Source: an optimization exercise on an open RTL-to-GDS flow (aim: small area and a short achievable clock period). Production flows keep margins and buffers that such runs may drop. Function was not checked in any run shown here: the RTL went through the layout flow alone. No activity file was given, so power comes from the tool's default toggle rates.

## flow/design.v (module list and top-level ports; edited modules follow where they fit)
// module eight_pt_fft: 2344 lines
module eight_pt_fft(a0,a1,a2,a3,a4,a5,a6,a7,clk,rst,
                    y0,yr1,yi1,yr2,yi2,yr3,yi3,y4,yr5,yi5,yr6,yi6,yr7,yi7);
  // ...
==> flow/run.sh <==
#!/bin/bash
# synth_recipe.tcl (not shown) runs the flow's synth.tcl, then flattens the netlist and writes it again
# the make line also repeats each setting of config.mk as NAME=value (left out here)
make -C /OpenROAD-flow-scripts/flow DESIGN_CONFIG=/design/flow/config.mk WORK_HOME=/design/flow/orfs CLKGATE_MAP_FILE= SYNTH_SCRIPT=/design/flow/synth_recipe.tcl finish
==> flow/config.mk <==
export PLATFORM = sky130hd
export DESIGN_NAME = eight_pt_fft
export DESIGN_NICKNAME = eight_pt_fft
export VERILOG_FILES = /design/flow/design.v
export SDC_FILE = /design/flow/constraint.sdc
export NUM_CORES = 4
export LEC_CHECK = 0
export CAP_MARGIN = 20
export CORE_MARGIN = 2
export CORE_UTILIZATION = 40
export SETUP_SLACK_MARGIN = 2.0
export SLEW_MARGIN = 20
==> flow/constraint.sdc <==
create_clock -name core_clock -period 4.0 [get_ports {clk}]
set_input_delay 0.8000 -clock core_clock [delete_from_list [all_inputs] [get_ports {clk}]]
set_output_delay 0.8000 -clock core_clock [all_outputs]
set_load 0.01 [all_outputs]
==> summary.txt, run 1 <==
Post-Place Setup Slack -> 259 ps
mux share of post-synthesis cell area -> 0%
Seq/total area -> 39.8%
Fmax achieved -> 387 MHz
chip height -> 303 um
largest family of logic cells by synthesized area -> adder cells
Seq cells -> 948
GRT Max-Usage Layer -> met2
Die ar. -> 91,700 um^2
final worst setup slack -> 1420 ps
Final Util -> 54.5%
CP Launch Point -> e6[0]
Tightest Pin Transition -> 700 ps
Sw Ratio -> 33.4%
hpwl dp -> 55,900 um
FF-to-FF End -> f4[15]
Int Pwr -> 26.8 mW
tap cells -> 1,165
CTS Buf Count -> 98
Post-route DRC -> 0
Clock buf/inv share -> 7.41%
Crit path max-delay family -> compound AO/OA/AOI/OAI gates
hold depth -> 0
post-route design area -> 48,100 um^2
Gate power share -> 38.6%
status -> timing/DRC/antenna clean
Setup Skew -> 32.1 ps
Critical Path Source Type -> register
post-synth top area share -> 53.1%
==> inputs of run 2 (changes only) <==
==> flow/flow/run.sh (new file) <==
#!/bin/bash
# Standard layout, except that synthesis maps adders to plain gates instead of
# the platform's full/half-adder cells (ADDER_MAP_FILE left empty). Registers,
# their names and cell types are the same as the standard synthesis.
set -euo pipefail
bash standard.sh ADDER_MAP_FILE= finish > run_make.log 2>&1
==> flow/standard.sh (new file) <==
#!/bin/bash
# synth_recipe.tcl (not shown) runs the flow's synth.tcl, then flattens the netlist and writes it again
# the make line also repeats each setting of config.mk as NAME=value (left out here)
make -C /OpenROAD-flow-scripts/flow DESIGN_CONFIG=/design/flow/config.mk WORK_HOME=/design/flow/orfs CLKGATE_MAP_FILE= SYNTH_SCRIPT=/design/flow/synth_recipe.tcl "${@:-finish}"
--- a/flow/config.mk
+++ b/flow/config.mk
@@ -7,2 +7,3 @@
 export LEC_CHECK = 0
+export ABC_AREA = 1
 export CAP_MARGIN = 20
removed: flow/run.sh
==> run 2 against run 1 <==
Compared with the run above:
- sequential power is 3% lower
- flip-flop and latch count unchanged
- register-to-register slack better by 740 ps
- clock skew is 9.8 ps lower
- wire length increased by 11%
- design area shrank 7.2%
- sequential share of layout area is 2.9 points higher
- first-iteration DRC count is 130% higher
- critical path type is now reg -> out
- worst hold slack got worse by 1.7 ps
- critical endpoint is now yi2[7]
==> summary.txt, run 2 <==
fin. max-slew vios -> 0 (unchanged)
critical-path cell list -> buf_6 (was ha_4, inv_2, fa_2, a211oi_4, o211ai_1, a221o_1, or3b_1, a31oi_2, xnor2_1)
Total GRT Usage -> 17.7% (was 16.5%)
Post-route DRC -> 0 (unchanged)
largest family of logic cells by synthesized area -> simple AND/OR/NAND/NOR gates (was adder cells)
post-synth top area share -> 50.7% (was 53.1%)
FF+latch count, synth -> 948 (unchanged)
Sw Ratio -> 37.0% (was 33.4%)
FF-to-FF path depth -> 11 (was 9)
clk latency of the worst-skew pair -> 670 ps (was 650 ps)
Top Ports -> 354 (unchanged)
DR iter-0 viols -> 1,533 (was 673)
CP peak stage delay -> 360 ps (was 420 ps)
maxcap violations -> 0 (unchanged)
fraction of layout cells with a size suffix above 1 -> 9.31% (was 34.9%)
Synth Area in XOR/XNOR -> 4.75% (was 5.76%)
H-tree Lvls -> 3 (unchanged)
reg2reg start -> e1[3] (was e6[0])
Synthesized Nets -> 5,345 (was 3,726)
routability cong. -> 0.861 (was 0.827)
port buffer count -> 353 (unchanged)
Setup Skew -> 22.3 ps (was 32.1 ps)
Final Util -> 48.0% (was 54.5%)
worst-path fanout max -> 1 (was 4)
Relative slew margins -> 58.4% (was 53.2%)
count leader, synth -> nand2_1 (was dfxtp_1)
CP Class -> reg -> out (was reg -> reg)
most common library cells after synthesis -> 1,978 x nand2_1, 948 x dfxtp_1, 788 x inv_1, 461 x nor2_1, 313 x nand3_1 (was 948 x dfxtp_1, 450 x inv_1, 325 x ha_1, 218 x nor2_1, 146 x fa_1)
RSZ-0062 raised after global routing -> yes (unchanged)
Final Critical Period -> 1960 ps (was 2580 ps)
hpwl dp -> 67,700 um (was 55,900 um)
worst hold endpoint -> c4[3] (was d2[0])
hold depth -> 0 (unchanged)
total grt overflow -> 0 (unchanged)
core area -> 93,000 um^2 (was 88,400 um^2)
Compound-Gate Fraction of Synth Area -> 4.72% (was 7.00%)
CP Launch Point -> oi2[7] (was e6[0])
leakage -> 24.6 nW (was 22.1 nW)
peak supply drop -> 0.000370 V (was 0.000420 V)
ranking of synthesized cells by area -> dfxtp_1 51%, nand2_1 20%, inv_1 7.9% (was dfxtp_1 53%, ha_1 11%, fa_1 8.2%)
drt pass-1 iters -> 5 (was 6)
FF-to-FF setup slack -> 2160 ps (was 1420 ps)
switching pwr -> 12.9 mW (was 13.4 mW)
Distinct cells, synth -> 30 (was 68)
clock share of power -> 26.5% (was 24.2%)
initial antenna violation count -> 5 (unchanged)
placed cell areas -> 42,000 um^2 (was 41,300 um^2)
Synth area leader -> dfxtp_1 (unchanged)
Clk pin slew, worst setup/hold paths -> 60 ps (about the same)
CTS tree -> yes (unchanged)
Overall Power -> 35.0 mW (was 40.2 mW)
Seq pwr share -> 41.1% (was 37.1%)
crit path buf inv count -> 1 (unchanged)
Die ar. -> 96,000 um^2 (was 91,700 um^2)
CP arrival -> 1160 ps (was 3090 ps)
main flop type after synthesis -> dfxtp_1 (unchanged)
num rows -> 112 (was 109)
Initial Utilization -> 40.2% (was 40.4%)
clock root cell -> clkbuf_16 (unchanged)
Syn Area/Cell -> 7.18 um^2 (was 11.4 um^2)
P per Cell Area -> 784 nW/um^2 (was 834 nW/um^2)
Hold-fix buffers, CTS -> 0 (unchanged)
Crit path max-delay family -> flip-flops (was compound AO/OA/AOI/OAI gates)
status -> timing/DRC/antenna clean (unchanged)
chip height -> 310 um (was 303 um)
Sink Count -> 948 (unchanged)
Post-Synthesis Cells -> 5,215 (was 3,125)
Gate power share -> 32.5% (was 38.6%)
Period Utilization, post-route -> 48.9% (was 64.6%)
Synth Area in Simple Gates -> 30.4% (was 7.93%)
CTS Buf Count -> 98 (unchanged)
final number of hold-violating endpoints -> 0 (unchanged)
Critical-path top delay cell -> dfxtp_4 (unchanged)
layout net count -> 5,718 (was 4,309)
HP Start -> t4[3] (was c2[0])
mux share of post-synthesis cell area -> 0% (unchanged)
vias per cell -> 4.34 (was 4.36)
die width -> 310 um (was 303 um)
CP required -> 3200 ps (was 4510 ps)
Crit. End Element -> output port (was register)
commonest non-fill, non-tap cell in the layout -> nand2_1 (was dfxtp_1)
Finished Layout Cells -> 6,926 (was 4,955)
largest net degree at the start of global routing -> 72 (was 129)
Max clock buf depth -> 3 (unchanged)
Tightest Pin Transition -> 621 ps (was 700 ps)
most frequent cells in the layout -> 1,957 x nand2_1, 905 x dfxtp_1, 786 x inv_1 (was 854 x dfxtp_1, 376 x inv_1, 230 x ha_1)
number of global-route vias before repair -> 27,500 (was 21,900)
Yosys warnings -> 1 (unchanged)
Setup TNS -> 0 ps (unchanged)
Critical Path Source Type -> register (unchanged)
post-route design area -> 44,600 um^2 (was 48,100 um^2)
Synth Cell Area -> 37,400 um^2 (was 35,700 um^2)
sequential share of the synthesized area -> 50.7% (was 53.1%)
WL final -> 85,900 um (was 77,200 um)
Int Pwr -> 22.0 mW (was 26.8 mW)
DR WL/cell -> 12.4 um (was 15.6 um)
# setup viols final -> 0 (unchanged)
first-pass GRT wire length -> 137,000 um (was 118,000 um)
remaining antenna violation count -> 0 (unchanged)
EDFF count, synth -> 0 (unchanged)
Placed Cells incl. Taps -> 6,741 (was 4,532)
FF-to-FF End -> fr1[15] (was f4[15])
total number of vias -> 30,000 (was 21,600)
Fmax achieved -> 511 MHz (was 387 MHz)
adder-cell share of the synthesized area -> 0% (was 19.6%)
worst hold path type -> reg -> reg (unchanged)
Layout area overhead -> 19.3% (was 34.8%)
ys async rst share -> 0% (unchanged)
==> run 2: cell count changes after synthesis, moves of 55 or more <==
cell     delta
xor2_1     +55
o21ai_0    +84
xnor2_1    -87
inv_1     +338
fa_1      -146
ha_1      -325
nand3_1   +302
nor2_1    +243
and2_1    -118
nand2_1  +1947
==> run 2: how the worst max path moves through the flow <==
stage	endpoint	slack, ps	cells after the start
after floorplan	s3[12]	2190	12
after global placement	s6[15]	1320	10
after detailed placement	s6[15]	1300	10
after CTS	yi2[7]	1940	1
after global routing	s5[9]	1950	12
final	yi2[7]	2040	1
==> run 2: metal layers <==
| metal | track usage, % | vias to the layer above | share of wire (%) |
|---|---|---|---|
| met3 | 2.99 | 141 | 5.3 |
| met5 | 0 | - | 0.036 |
| met4 | 5.74 | 6 | 2.6 |
| li1 | - | 16400 | - |
| met1 | 23.9 | 12900 | 49 |
| met2 | 28.8 | 565 | 43 |
==> run 2: area by class of cell <==
type                       instances  area [um^2]
fill                            9335        48400
sequential                       948        19100
multi-input combinational       3392        15100
inverter                         791         2970
clock buffer                     130         2780
timing repair buffer             357         2570
tap                             1254         1570
clock inverter                    52          601
antenna                            2         5.00
==> run 2: what timing repair did <==
item                                    4_1_cts  5_1_grt
setup buffers                                 0        1
resized for setup                           955       70
endpoints found under the setup margin      224      155
pin swaps                                     0        4
==> run 2: cells by family after synthesis <==
kind of cell	Yosys count
AOI/OAI and AO/OA	333
xor gates and xnor gates	203
buffers and inverters	875
and+or+nand+nor	2856
DFF	948
==> run 2: per-stage QoR <==
step	hold WS [ps]	setup WS (ps)
6_report	305	2040
5_1_grt	323	1950
4_1_cts	305	1940
3_5_place_dp	312	1300
3_3_place_gp	310	1320
2_1_floorplan	310	2190
==> run 2: power groups by stage <==
stage / registers [mW] / clock network (mW) / logic (mW)
floorplan: 13.7 / 0 / 9.16
global placement: 14.6 / 0 / 11.2
detailed placement: 14.6 / 0 / 11.3
CTS: 14.4 / 9.54 / 11.4
global route: 14.7 / 9.91 / 13.3
finish: 14.4 / 9.26 / 11.4

-- port drivers added, routing unchanged --
The results above use ideal ports. As a check the final layouts listed here were re-extracted and re-timed, cells and wires unchanged. Step 1 (the two cells are an assumption about what drives the block):
set clk [get_ports {clk}]
set_driving_cell -lib_cell sky130_fd_sc_hd__clkbuf_16 $clk
set_driving_cell -lib_cell sky130_fd_sc_hd__buf_2 [delete_from_list [all_inputs] $clk]
Step 2 adds t to the input delays and takes it off the output delays; t is the mean of the earliest and latest rising clock arrival at the registers after step 1. Input paths then give back, and output paths get back, about the clock's delay inside the block. Slacks: no drivers / after step 1 / after step 2; pairs: no drivers / after step 1.
run	t (ns)	setup slack, ns	worst hold slack (ns)	slew at the worst register clock pin (ns)
run 1	0.696	1.417 / 1.417 / 0.978	0.306 / 0.306 / 0.306	0.06 / 0.06
run 2	0.720	2.044 / 1.978 / 1.387	0.305 / 0.305 / 0.305	0.07 / 0.07
After both steps every run listed still meets setup and hold. The setup slack of run 2, which loses most, moves by -0.066 ns with the drivers and by -0.657 ns with both steps.
